Source: an optimization exercise on an open RTL-to-GDS flow (aim: small area and a short achievable clock period). Production flows keep margins and buffers that such runs may drop.
No activity file was given, so power comes from the tool's default toggle rates.

==> flow/design.v (excerpt) <==
module xspi_top (
    input  wire        clk,
    input  wire        rst_n,
    input  wire        start,
    input  wire [7:0]  command,
    input  wire [47:0] address,
    input  wire [63:0] wr_data,
    output reg  [63:0] rd_data,
    output reg         done,
    output reg         ready,
    output reg         xspi_cs_n,
    output reg  [7:0]  xspi_io
);
    reg  [4:0]  cyc;
    reg         is_wr;       
    reg         is_rd;       
    reg         clr_pend;    
    reg  [63:0] mem;         
    wire is_oth = ~is_wr & ~is_rd;
    wire c0  = (cyc == 5'd0);
    wire c1  = (cyc == 5'd1);
    wire c8  = (cyc == 5'd8);
    wire c16 = (cyc == 5'd16);
    wire c17 = (cyc == 5'd17);
    wire c1_7  = (cyc >= 5'd1) & (cyc <= 5'd7);
    wire c9_15 = (cyc >= 5'd9) & (cyc <= 5'd15);
    reg [4:0] cyc_nx;
    always @(*) begin
        if (c0)
            cyc_nx = start ? 5'd1 : 5'd0;
        else if ((c8 & is_oth) | (c16 & is_wr) | c17)
            cyc_nx = 5'd0;
        else
            cyc_nx = cyc + 5'd1;
    end
    always @(posedge clk or negedge rst_n) begin
        if (!rst_n)
            cyc <= 5'd0;
        else
            cyc <= cyc_nx;
    end
    always @(posedge clk or negedge rst_n) begin
        if (!rst_n)
            clr_pend <= 1'b1;
        else if (c8)
            clr_pend <= 1'b0;
    end
    always @(posedge clk) begin
        if (c1) begin
            is_wr <= (command == 8'hA5);
            is_rd <= (command == 8'hFF);
        end
    end
    wire data_nx = (c8 & ~is_oth) | c9_15;
    wire [7:0] data_byte =
          ({8{is_wr & (cyc == 5'd8)}}  & wr_data[63:56])
  ...
Size: about 400 cells after synthesis.
clock: 7.0 ns
lec_check: 0
abc_clock_period_in_ps: 2200
cap_margin: 20
core_margin: 2
core_utilization: 40
setup_slack_margin: 4.6
slew_margin: 20
standard.sh (not shown) runs the stock make flow with config.mk's settings and CLKGATE_MAP_FILE= SYNTH_SCRIPT=/design/flow/synth_recipe.tcl, a recipe that flattens the netlist after the stock synthesis.
==> flow/flow/run.sh <==
#!/bin/bash
# Standard ORFS layout, with plain buf_1 cells as the port buffers and a
# shallow clock tree.
set -euo pipefail
export BUFFER_PORTS_ARGS="-buffer_cell sky130_fd_sc_hd__buf_1"
export CTS_ARGS="-sink_clustering_enable -repair_clock_nets -buf_list sky130_fd_sc_hd__clkbuf_8 -root_buf sky130_fd_sc_hd__clkbuf_16 -sink_clustering_size 40 -sink_clustering_max_diameter 150 -dont_use_dummy_load"
export RECOVER_POWER=100
bash standard.sh "BUFFER_PORTS_ARGS=$BUFFER_PORTS_ARGS" "CTS_ARGS=$CTS_ARGS" finish > standard_flow.log 2>&1
The first run produced a layout that fails on capacitance limit, slew limit.
Then changed:
--- a/flow/flow/run.sh
+++ b/flow/flow/run.sh
@@ -5,4 +5,4 @@
 export BUFFER_PORTS_ARGS="-buffer_cell sky130_fd_sc_hd__buf_1"
 export CTS_ARGS="-sink_clustering_enable -repair_clock_nets -buf_list sky130_fd_sc_hd__clkbuf_8 -root_buf sky130_fd_sc_hd__clkbuf_16 -sink_clustering_size 40 -sink_clustering_max_diameter 150 -dont_use_dummy_load"
-export RECOVER_POWER=100
+
 bash standard.sh "BUFFER_PORTS_ARGS=$BUFFER_PORTS_ARGS" "CTS_ARGS=$CTS_ARGS" finish > standard_flow.log 2>&1
- ABC_AREA: default -> 1
- ABC_CLOCK_PERIOD_IN_PS: 2200 -> default
- SETUP_SLACK_MARGIN: 4.6 -> 4.7
Effect:
- This time the run ran to the end with no violations
- routed wire length rises by 5.4%
- fmax rises by about 70%
- power falls by 2.0%
- final area rises by about 4%
- first-iteration DRC count rises by 21%
Then changed:
- ABC_AREA: 1 -> default
- ABC_CLOCK_PERIOD_IN_PS: default -> 2200
- SETUP_SLACK_MARGIN: 4.7 -> 4.8
What happened: The new run completed without violations; cell count falls by 18%; cell area is lower by 0.35%; maximum frequency went up by 0.88%.
Then changed:
- ABC_AREA: default -> 1
- ABC_CLOCK_PERIOD_IN_PS: 2200 -> default
Outcome: The new run passed the timing, design-rule and antenna checks; wire length rose by 5.5%; cell count rose by 22%; critical path depth is unchanged; combinational power fell by 9.8%; die area rose by 1.2%.
Function was not checked in any run of this note: the RTL went through the layout flow alone.

========
The RTL this note starts from:
==> flow/design.v <==
module xspi_top (
    input  wire        clk,
    input  wire        rst_n,
    input  wire        start,
    input  wire [7:0]  command,
    input  wire [47:0] address,
    input  wire [63:0] wr_data,
    output reg  [63:0] rd_data,
    output reg         done,
    output reg         ready,
    output reg         xspi_cs_n,
    output reg  [7:0]  xspi_io
);
    reg  [4:0]  cyc;
    reg         is_wr;       
    reg         is_rd;       
    reg         clr_pend;    
    reg  [63:0] mem;         
    wire is_oth = ~is_wr & ~is_rd;
    wire c0  = (cyc == 5'd0);
    wire c1  = (cyc == 5'd1);
    wire c8  = (cyc == 5'd8);
    wire c16 = (cyc == 5'd16);
    wire c17 = (cyc == 5'd17);
    wire c1_7  = (cyc >= 5'd1) & (cyc <= 5'd7);
    wire c9_15 = (cyc >= 5'd9) & (cyc <= 5'd15);
    reg [4:0] cyc_nx;
    always @(*) begin
        if (c0)
            cyc_nx = start ? 5'd1 : 5'd0;
        else if ((c8 & is_oth) | (c16 & is_wr) | c17)
            cyc_nx = 5'd0;
        else
            cyc_nx = cyc + 5'd1;
    end
    always @(posedge clk or negedge rst_n) begin
        if (!rst_n)
            cyc <= 5'd0;
        else
            cyc <= cyc_nx;
    end
    always @(posedge clk or negedge rst_n) begin
        if (!rst_n)
            clr_pend <= 1'b1;
        else if (c8)
            clr_pend <= 1'b0;
    end
    always @(posedge clk) begin
        if (c1) begin
            is_wr <= (command == 8'hA5);
            is_rd <= (command == 8'hFF);
        end
    end
    wire data_nx = (c8 & ~is_oth) | c9_15;
    wire [7:0] data_byte =
          ({8{is_wr & (cyc == 5'd8)}}  & wr_data[63:56])
        | ({8{is_wr & (cyc == 5'd9)}}  & wr_data[55:48])
        | ({8{is_wr & (cyc == 5'd10)}} & wr_data[47:40])
        | ({8{is_wr & (cyc == 5'd11)}} & wr_data[39:32])
        | ({8{is_wr & (cyc == 5'd12)}} & wr_data[31:24])
        | ({8{is_wr & (cyc == 5'd13)}} & wr_data[23:16])
        | ({8{is_wr & (cyc == 5'd14)}} & wr_data[15:8])
        | ({8{is_wr & (cyc == 5'd15)}} & wr_data[7:0])
        | ({8{is_rd & data_nx}}        & mem[63:56]);
    wire [7:0] io_nx =
          ({8{c1}}              & command)
        | ({8{cyc == 5'd2}}     & address[47:40])
        | ({8{cyc == 5'd3}}     & address[39:32])
        | ({8{cyc == 5'd4}}     & address[31:24])
        | ({8{cyc == 5'd5}}     & address[23:16])
        | ({8{cyc == 5'd6}}     & address[15:8])
        | ({8{cyc == 5'd7}}     & address[7:0])
        | data_byte;
    always @(posedge clk) begin
        xspi_io   <= io_nx;
        xspi_cs_n <= ~(c1_7 | (c8 & ~is_oth) | c9_15 | (c16 & is_rd));
        done      <= (c8 & is_oth) | (c16 & is_wr) | c17;
        ready     <= c16 & is_rd;
    end
    reg mem_wr;      
    reg mem_rot;     
    reg rd_sh;       
    always @(posedge clk) begin
        mem_wr  <= is_wr & (cyc >= 5'd8) & (cyc <= 5'd15);
        mem_rot <= is_rd & (cyc >= 5'd7) & (cyc <= 5'd14);
        rd_sh   <= is_rd & (cyc >= 5'd8) & (cyc <= 5'd15);
    end
    wire [7:0] mem_in = (is_wr ? xspi_io : mem[63:56]) & {8{~clr_pend}};
    always @(posedge clk) begin
        if (clr_pend | mem_wr | mem_rot)
            mem <= {mem[55:0], mem_in};
    end
    always @(posedge clk) begin
        if (clr_pend | rd_sh)
            rd_data <= {rd_data[55:0], xspi_io & {8{~clr_pend}}};
    end
endmodule
Settings: LEC_CHECK=0, ABC_CLOCK_PERIOD_IN_PS=2200, CAP_MARGIN=20, CORE_MARGIN=2, CORE_UTILIZATION=40, SETUP_SLACK_MARGIN=4.8, SLEW_MARGIN=20; clock period 7.0 ns.
==> flow/flow/run.sh <==
#!/bin/bash
# Standard ORFS layout, with plain buf_1 cells as the port buffers and a
# shallow clock tree.
set -euo pipefail
export BUFFER_PORTS_ARGS="-buffer_cell sky130_fd_sc_hd__buf_1"
export CTS_ARGS="-sink_clustering_enable -repair_clock_nets -buf_list sky130_fd_sc_hd__clkbuf_16 -root_buf sky130_fd_sc_hd__clkbuf_16 -sink_clustering_size 80 -sink_clustering_max_diameter 200 -dont_use_dummy_load"
bash standard.sh "BUFFER_PORTS_ARGS=$BUFFER_PORTS_ARGS" "CTS_ARGS=$CTS_ARGS" finish > standard_flow.log 2>&1
The first run passed the timing, design-rule and antenna checks.
Rerun with:
==> flow/flow/run.sh (replaced) <==
#!/bin/bash
# Standard ORFS layout, with plain buf_1 cells as the port buffers and a
# shallow clock tree.
set -euo pipefail
export BUFFER_PORTS_ARGS="-buffer_cell sky130_fd_sc_hd__buf_1"
export CTS_ARGS="-sink_clustering_enable -repair_clock_nets -buf_list sky130_fd_sc_hd__clkbuf_8 -root_buf sky130_fd_sc_hd__clkbuf_16 -sink_clustering_size 40 -sink_clustering_max_diameter 150 -dont_use_dummy_load"
bash standard.sh "BUFFER_PORTS_ARGS=$BUFFER_PORTS_ARGS" "CTS_ARGS=$CTS_ARGS" finish > standard_flow.log 2>&1
Result:
- via count hardly moves
- die area stays the same
- global-route usage hardly moves
- wire length increases by 0.51%
- area after synthesis does not change
- clock-buffer cell count is unchanged
- cell area drops by 1.7%
- combinational power increases by 3.0%
- final cell count climbs by 0.74%
Rerun with:
==> flow/run.sh (new file) <==
#!/bin/bash
# synth_recipe.tcl (not shown) runs the flow's synth.tcl, then flattens the netlist and writes it again
# the make line also repeats each setting of config.mk as NAME=value (left out here)
make -C /OpenROAD-flow-scripts/flow DESIGN_CONFIG=/design/flow/config.mk WORK_HOME=/design/flow/orfs CLKGATE_MAP_FILE= SYNTH_SCRIPT=/design/flow/synth_recipe.tcl finish
- ABC_CLOCK_PERIOD_IN_PS: 2200 -> default
- SETUP_SLACK_MARGIN: 4.8 -> default
removed: flow/flow/run.sh
removed: flow/standard.sh
Result: Sequential power is about the same; critical path depth stays the same; flip-flop and latch count is unchanged; count of clock-buffer cells in the layout went up by 1; core utilization went up by 5.7 points; worst setup slack loses 510 ps.
Rerun with:
==> flow/flow/run.sh (new file) <==
#!/bin/bash
# Standard ORFS layout, with plain buf_1 cells as the port buffers.
set -euo pipefail
export BUFFER_PORTS_ARGS="-buffer_cell sky130_fd_sc_hd__buf_1"
bash standard.sh "BUFFER_PORTS_ARGS=$BUFFER_PORTS_ARGS" finish > standard_flow.log 2>&1
==> flow/standard.sh (new file) <==
#!/bin/bash
# synth_recipe.tcl (not shown) runs the flow's synth.tcl, then flattens the netlist and writes it again
# the make line also repeats each setting of config.mk as NAME=value (left out here)
make -C /OpenROAD-flow-scripts/flow DESIGN_CONFIG=/design/flow/config.mk WORK_HOME=/design/flow/orfs CLKGATE_MAP_FILE= SYNTH_SCRIPT=/design/flow/synth_recipe.tcl "${@:-finish}"
- ABC_CLOCK_PERIOD_IN_PS: default -> 2200
- SETUP_SLACK_MARGIN: default -> 4.8
removed: flow/run.sh
What happened: The changed run finished clean. Worst hold slack degrades by 6.7 ps. Wire length rises by 2.4%. Cell area falls by 6.2%.
Rerun with:
- CTS_BUF_LIST: default -> sky130_fd_sc_hd__clkbuf_8
- CTS_CLUSTER_SIZE: default -> 30
Wire length goes down by 0.69%; setup slack degrades by 14 ps; cell area drops by 2.1%; power falls by 6.9%; via count drops by 0.41%; clock skew barely changes; synthesized area is unchanged.
Rerun with:
==> flow/run.sh (new file) <==
#!/bin/bash
# synth_recipe.tcl (not shown) runs the flow's synth.tcl, then flattens the netlist and writes it again
# the make line also repeats each setting of config.mk as NAME=value (left out here)
make -C /OpenROAD-flow-scripts/flow DESIGN_CONFIG=/design/flow/config.mk WORK_HOME=/design/flow/orfs CLKGATE_MAP_FILE= SYNTH_SCRIPT=/design/flow/synth_recipe.tcl finish
- ABC_CLOCK_PERIOD_IN_PS: 2200 -> 2300
- CTS_BUF_LIST: sky130_fd_sc_hd__clkbuf_8 -> default
- CTS_CLUSTER_SIZE: 30 -> default
- SETUP_SLACK_MARGIN: 4.8 -> 4.6
removed: flow/flow/run.sh
removed: flow/standard.sh
The changed run finished clean.
Register-to-register slack got worse by 150 ps.
Total power is higher by 7.2%.
Final area climbs by about 10%.
Critical path depth is higher by 4.
Worst setup slack is better by 8.2 ps.
First-iteration DRC count fell by about 24%.
Global-route usage rose by 0.93 points.
Clock power rises by 43%.
Fmax rose by about 0.34%.
Non-clock buffer count went down by 18.
No run of this note included a check of the RTL's function; only the layout flow was run.

-- separate check: timing with driven ports --
No port has a modelled driver above. Below, the same layouts with a new extraction and two added sets of constraints. Step 1: set_driving_cell puts a clkbuf_16 on clk and a buf_2 on each other input, an assumption about the parent block. Step 2, shift: input delay + t, output delay - t, t = (earliest + latest rising clock arrival at the registers) / 2. This alone moves slack from input paths to output paths. Slacks: ideal / step 1 / step 2; pairs: ideal / step 1.
run | t (ns) | setup WS [ns] | clock arrival spread, ns | worst slew at a driven data input, ns
the first run of note 1 | 0.392 | 3.129 / 3.129 / 3.129 | 0.022 / 0.022 | 0.06
the second run of note 1 | 0.391 | 4.684 / 4.649 / 4.705 | 0.015 / 0.015 | 0.06
the third run of note 1 | 0.393 | 4.704 / 4.661 / 4.446 | 0.022 / 0.022 | 0.06
the fourth run of note 1 | 0.395 | 4.682 / 4.646 / 4.714 | 0.015 / 0.015 | 0.06
the first run of note 2 | 0.436 | 4.631 / 4.591 / 4.441 | 0.017 / 0.017 | 0.06
the second run of note 2 | 0.385 | 4.676 / 4.638 / 4.478 | 0.024 / 0.024 | 0.06
the third run of note 2 | 0.443 | 4.164 / 4.126 / 4.067 | 0.008 / 0.008 | 0.07
the fourth run of note 2 | 0.442 | 4.612 / 4.574 / 4.478 | 0.015 / 0.015 | 0.06
the fifth run of note 2 | 0.460 | 4.598 / 4.565 / 4.478 | 0.010 / 0.010 | 0.06
the sixth run of note 2 | 0.446 | 4.606 / 4.587 / 4.178 | 0.008 / 0.008 | 0.07
The setup slack of the sixth run of note 2, which loses most, moves by -0.019 ns with the drivers and by -0.428 ns with both steps.
